Background: an optimization exercise with open tools, aiming at small area and a short achievable clock period. Do not read the settings as production practice. Where RTL was checked, it was by simulation tests only, not by an equivalence proof against the original. The flow treats the clock pin as an ideal source, which a real chip does not have. Power is estimated from default activity; no workload was simulated.

==> flow/design.v (excerpt) <==
module bist #(
    parameter size   = 6,
    parameter length = 8
)(
    input  logic                 clk,
    input  logic                 rst,
    input  logic                 start,
    input  logic                 csin,
    input  logic                 rwbarin,
    input  logic                 opr,
    input  logic [size-1:0]      address,
    input  logic [length-1:0]    datain,
    output logic [length-1:0]    dataout,
    output logic                 fail
);
Size: roughly 1,300 cells after synthesis, ~530 flip-flops.
==> module bist, before the edit <==
module bist #(
    parameter size   = 6,
    parameter length = 8
)(
    input  logic                 clk,
    input  logic                 rst,
    input  logic                 start,
    input  logic                 csin,
    input  logic                 rwbarin,
    input  logic                 opr,
    input  logic [size-1:0]      address,
    input  logic [length-1:0]    datain,
    output logic [length-1:0]    dataout,
    output logic                 fail
);
    logic       NbarT;
    logic [6:0] q;
    logic       cout;
    logic       pat;        
    always_ff @(posedge clk or posedge rst) begin
        if (rst)
            NbarT <= 1'b0;
        else if (NbarT)
            NbarT <= ~cout;
        else
            NbarT <= start;
    end
    always_ff @(posedge clk) begin
        if (!NbarT) begin
            q    <= 7'd0;
            cout <= 1'b0;
        end else begin
            q    <= q + 7'd1;
            cout <= (q == 7'd127);
        end
    end
    wire q_zero = (q == 7'd0);
    always_ff @(posedge clk or posedge rst) begin
        if (rst)
            pat <= 1'b0;
        else if (NbarT && q_zero)
            pat <= 1'b1;
    end
    wire [7:0] P = {pat, 1'b0, pat, 1'b0, pat, 1'b0, pat, 1'b0};
    wire [5:0] a  = NbarT ? q[5:0] : address;
    wire       we = NbarT ? ~q[6]  : ~rwbarin;
    wire [7:0] wd = NbarT ? P      : datain;
    logic [63:0] sel;
    logic [7:0]  mem [64];
    logic [7:0]  rd;
    always_comb begin
        for (int r = 0; r < 64; r++)
            sel[r] = (a == r[5:0]);
    end
    for (genvar r = 0; r < 64; r++) begin : g_word
        always_ff @(posedge clk) begin
            if (we && sel[r])
                mem[r] <= wd;
        end
    end
    always_comb begin
        rd = 8'd0;
        for (int r = 0; r < 64; r++)
            rd = rd | (mem[r] & {8{sel[r]}});
    end
    always_ff @(posedge clk) begin
        dataout <= we ? wd : rd;
    end
    always_ff @(posedge clk or posedge rst) begin
        if (rst)
            fail <= 1'b0;
        else if (NbarT && q_zero)
            fail <= 1'b0;
        else if (NbarT && opr && q[6] && (dataout != P))
            fail <= 1'b1;
    end
endmodule
Settings: LEC_CHECK=0, CAP_MARGIN=20, CORE_MARGIN=2, CORE_UTILIZATION=40, SLEW_MARGIN=20; clock period 6.0 ns.
run.sh (not shown) runs the stock make flow with config.mk's settings and CLKGATE_MAP_FILE= SYNTH_SCRIPT=/design/flow/synth_recipe.tcl, a recipe that flattens the netlist after the stock synthesis.
Then changed:
--- a/flow/design.v
+++ b/flow/design.v
@@ -46,26 +46,13 @@
     wire [5:0] a  = NbarT ? q[5:0] : address;
     wire       we = NbarT ? ~q[6]  : ~rwbarin;
     wire [7:0] wd = NbarT ? P      : datain;
-    logic [63:0] sel;
-    logic [7:0]  mem [64];
-    logic [7:0]  rd;
-    always_comb begin
-        for (int r = 0; r < 64; r++)
-            sel[r] = (a == r[5:0]);
-    end
-    for (genvar r = 0; r < 64; r++) begin : g_word
-        always_ff @(posedge clk) begin
-            if (we && sel[r])
-                mem[r] <= wd;
-        end
-    end
-    always_comb begin
-        rd = 8'd0;
-        for (int r = 0; r < 64; r++)
-            rd = rd | (mem[r] & {8{sel[r]}});
+    logic [7:0] ram [0:63];
+    always_ff @(posedge clk) begin
+        if (we)
+            ram[a] <= wd;
     end
     always_ff @(posedge clk) begin
-        dataout <= we ? wd : rd;
+        dataout <= we ? wd : ram[a];
     end
     always_ff @(posedge clk or posedge rst) begin
         if (rst)
=>
- The changed run finished clean
- maximum frequency decreases by 11%
- global-route usage decreases by 12 points
- power is higher by 1.4%
- clock power falls by about 2%
- via count came out lower by 30%
- synthesized cell count fell by 19%
- die area went up by 0.91%
- wire length falls by 41%
- cell area fell by 2.5%
- non-clock buffer count shrinks by 92
- setup slack loses 560 ps
Function was not checked in any run of this note: the RTL went through the layout flow alone.

---

bist, a different RTL version from the one above (not shown whole).
Size: about 1200 cells after synthesis, about 540 flip-flops, ~29 I/O pins.
==> module bist, before the edit <==
module bist #(
    parameter size   = 6,
    parameter length = 8
)(
    input  logic                 clk,
    input  logic                 rst,
    input  logic                 start,
    input  logic                 csin,
    input  logic                 rwbarin,
    input  logic                 opr,
    input  logic [size-1:0]      address,
    input  logic [length-1:0]    datain,
    output logic [length-1:0]    dataout,
    output logic                 fail
);
    logic       NbarT;
    logic       cout;
    logic [7:0] qlo;        
    logic [7:0] qhi;        
    logic       q6;         
    logic       pat;        
    wire next_T = NbarT ? ~cout : start;
    always_ff @(posedge clk or posedge rst) begin
        if (rst)
            NbarT <= 1'b0;
        else
            NbarT <= next_T;
    end
    always_ff @(posedge clk or posedge rst) begin
        if (rst) begin
            qlo <= 8'd0;
            qhi <= 8'd0;
        end else if (!next_T) begin
            qlo <= 8'd0;
            qhi <= 8'd0;
        end else if (!NbarT) begin
            qlo <= 8'd1;
            qhi <= 8'd1;
        end else begin
            qlo <= {qlo[6:0], qlo[7]};
            if (qlo[7])
                qhi <= {qhi[6:0], qhi[7]};
        end
    end
    always_ff @(posedge clk) begin
        if (!NbarT) begin
            q6   <= 1'b0;
            cout <= 1'b0;
        end else begin
            if (qlo[7] && qhi[7])
                q6 <= ~q6;
            cout <= qlo[7] && qhi[7] && q6;
        end
    end
    wire q_zero = qlo[0] && qhi[0] && !q6;
    always_ff @(posedge clk or posedge rst) begin
        if (rst)
            pat <= 1'b0;
        else if (NbarT && q_zero)
            pat <= 1'b1;
    end
    wire [7:0] P = {pat, 1'b0, pat, 1'b0, pat, 1'b0, pat, 1'b0};
    wire next_q6 = NbarT && (q6 ^ (qlo[7] && qhi[7]));
    logic idle, tr, tw;
    always_ff @(posedge clk or posedge rst) begin
        if (rst) begin
            idle <= 1'b1;
            tr   <= 1'b0;
            tw   <= 1'b0;
        end else begin
            idle <= ~next_T;
            tr   <= next_T && next_q6;
            tw   <= next_T && !next_q6;
        end
    end
    wire       we   = tw || (idle && !rwbarin);
    wire [7:0] wd   = idle ? datain : P;
    logic [7:0] rlo_n, rhi_n, wlo_n, whi_n;
    pre3k u_rlo (.a(address[2:0]), .idle(idle), .k(rwbarin),  .t(qlo), .tk(tr), .y_n(rlo_n));
    pre3u u_rhi (.a(address[5:3]), .idle(idle), .t(qhi), .y_n(rhi_n));
    pre3k u_wlo (.a(address[2:0]), .idle(idle), .k(~rwbarin), .t(qlo), .tk(tw), .y_n(wlo_n));
    pre3u u_whi (.a(address[5:3]), .idle(idle), .t(qhi), .y_n(whi_n));
    logic [63:0] rsel, wen;
    for (genvar r = 0; r < 64; r++) begin : g_sel
        nor2m u_rs (.a(rhi_n[r / 8]), .b(rlo_n[r % 8]), .y(rsel[r]));
        nor2m u_ws (.a(whi_n[r / 8]), .b(wlo_n[r % 8]), .y(wen[r]));
    end
    logic [7:0] mem [64];
    logic [7:0] wdg [2];
    for (genvar g = 0; g < 2; g++) begin : g_wd
        wdat u_wd (.datain(datain), .idle(idle), .pat(pat), .wd(wdg[g]));
    end
    for (genvar r = 0; r < 64; r++) begin : g_word
        always_ff @(posedge clk) begin
            if (wen[r])
                mem[r] <= wdg[r / 32];
        end
    end
    wire [7:0] bw = wd & {8{we}};
    logic [7:0] rd;
    for (genvar b = 0; b < 8; b++) begin : g_bit
        logic [63:0] col;
        logic [7:0]  p;
        logic [3:0]  n;
        for (genvar r = 0; r < 64; r++) begin : g_col
            assign col[r] = mem[r][b];
        end
        for (genvar m = 0; m < 8; m++) begin : g_p
            ao8 u_ao (.s(rsel[m*8 +: 8]), .d(col[m*8 +: 8]), .y(p[m]));
        end
        nor2m  u_n0 (.a(p[0]), .b(p[1]), .y(n[0]));
        nor2m  u_n1 (.a(p[2]), .b(p[3]), .y(n[1]));
        nor2m  u_n2 (.a(p[4]), .b(p[5]), .y(n[2]));
        nor3m  u_n3 (.a(p[6]), .b(p[7]), .c(bw[b]), .y(n[3]));
        nand4m u_rd (.a(n[0]), .b(n[1]), .c(n[2]), .d(n[3]), .y(rd[b]));
    end
    logic [7:0] dout;
    always_ff @(posedge clk) begin
        dout <= rd;
    end
    assign dataout = dout;
    always_ff @(posedge clk or posedge rst) begin
        if (rst)
            fail <= 1'b0;
        else if (NbarT && q_zero)
            fail <= 1'b0;
        else if (NbarT && opr && q6 && (dataout != P))
            fail <= 1'b1;
    end
endmodule
clock: 6.0 ns
lec_check: 0
cap_margin: 20
core_margin: 2
core_utilization: 60
cts_cluster_diameter: 120
cts_cluster_size: 24
setup_slack_margin: 3.5
slew_margin: 20
synth_hierarchical: 1
standard.sh (not shown) runs the stock make flow with config.mk's settings and CLKGATE_MAP_FILE= SYNTH_SCRIPT=/design/flow/synth_recipe.tcl, a recipe that flattens the netlist after the stock synthesis.
==> flow/flow/run.sh <==
#!/bin/bash
# The standard layout, with extra timing repair, greedy resizing of the
# worst path (cells on it and the other loads of its nets) and area recovery after CTS (flow/extra_cts.tcl) and after
# global routing (flow/extra_grt.tcl), run through ORFS's POST_CTS_TCL and
# POST_GLOBAL_ROUTE_TCL hooks.
bash standard.sh "POST_CTS_TCL=$PWD/flow/extra_cts.tcl" "POST_GLOBAL_ROUTE_TCL=$PWD/flow/extra_grt.tcl" finish > standard.log 2>&1
Other scripts of this flow, unchanged in this note and not shown: flow/flow/downsize.tcl, flow/flow/extra_cts.tcl, flow/flow/extra_grt.tcl, flow/flow/upsize.tcl
Edit:
--- a/flow/design.v
+++ b/flow/design.v
@@ -135,14 +135,14 @@
         nor2m u_ws (.a(whi_n[r / 8]), .b(wlo_n[r % 8]), .y(wen[r]));
     end
     logic [7:0] mem [64];
-    logic [7:0] wdg [2];
-    for (genvar g = 0; g < 2; g++) begin : g_wd
+    logic [7:0] wdg [4];
+    for (genvar g = 0; g < 4; g++) begin : g_wd
         wdat u_wd (.datain(datain), .idle(idle), .pat(pat), .wd(wdg[g]));
     end
     for (genvar r = 0; r < 64; r++) begin : g_word
         always_ff @(posedge clk) begin
             if (wen[r])
-                mem[r] <= wdg[r / 32];
+                mem[r] <= wdg[r / 16];
         end
     end
     wire [7:0] bw = wd & {8{we}};
After rerunning: The new run finished with timing, DRC and antenna clean. Wire length is higher by about 3%. First-iteration DRC count falls by 3.7%. Final area climbs by 1.8%. Setup slack is better by 0.052 ns. Critical path depth is unchanged. Worst hold slack gets better by 0.014 ns. Global-route usage goes up by 0.45 points. Register-to-register slack hardly moves. Clock power barely changes. Non-clock buffer count increases by 10. Core utilization is higher by 0.86 points. Synthesized cell count grows by about 1.5%. Sequential power barely changes. Die area increases by 0.99%.
No functional check of the RTL was part of the first run of this note.

## re-timing with driven ports
In the flow no input, the clock included, has a driving cell. The finished layouts below were timed again as built, in two steps. Step 1 sets driving cells, clkbuf_16 on the clock port and buf_2 on the other inputs (assumed; they add their load-dependent delay and slew). Step 2 times the ports against the registers' clock, not the clock port: input delays grow and output delays shrink by t, the midpoint of the rising clock arrivals with the driver on. Three values: ideal ports, drivers, drivers and shift; two values: the first two.
run | t, ns | slack for setup (ns) | clock arrival spread, ns | worst slew at a driven data input, ns | pins driven straight from the clock port
the first run of note 1 | 0.668 | 1.395 / 1.424 / 0.756 | 0.028 / 0.028 | 0.05 | 1
the second run of note 1 | 0.653 | 0.837 / 0.780 / 1.432 | 0.017 / 0.017 | 0.04 | 1
the first run of note 2 | 0.615 | 3.412 / 3.438 / 2.823 | 0.030 / 0.030 | 0.09 | 1
the second run of note 2 | 0.624 | 3.464 / 3.443 / 2.819 | 0.035 / 0.034 | 0.09 | 1
After both steps setup and hold are still met in every run listed. For the second run of note 2, which loses most, drivers alone change the setup slack by -0.021 ns; drivers and shift together by -0.645 ns.
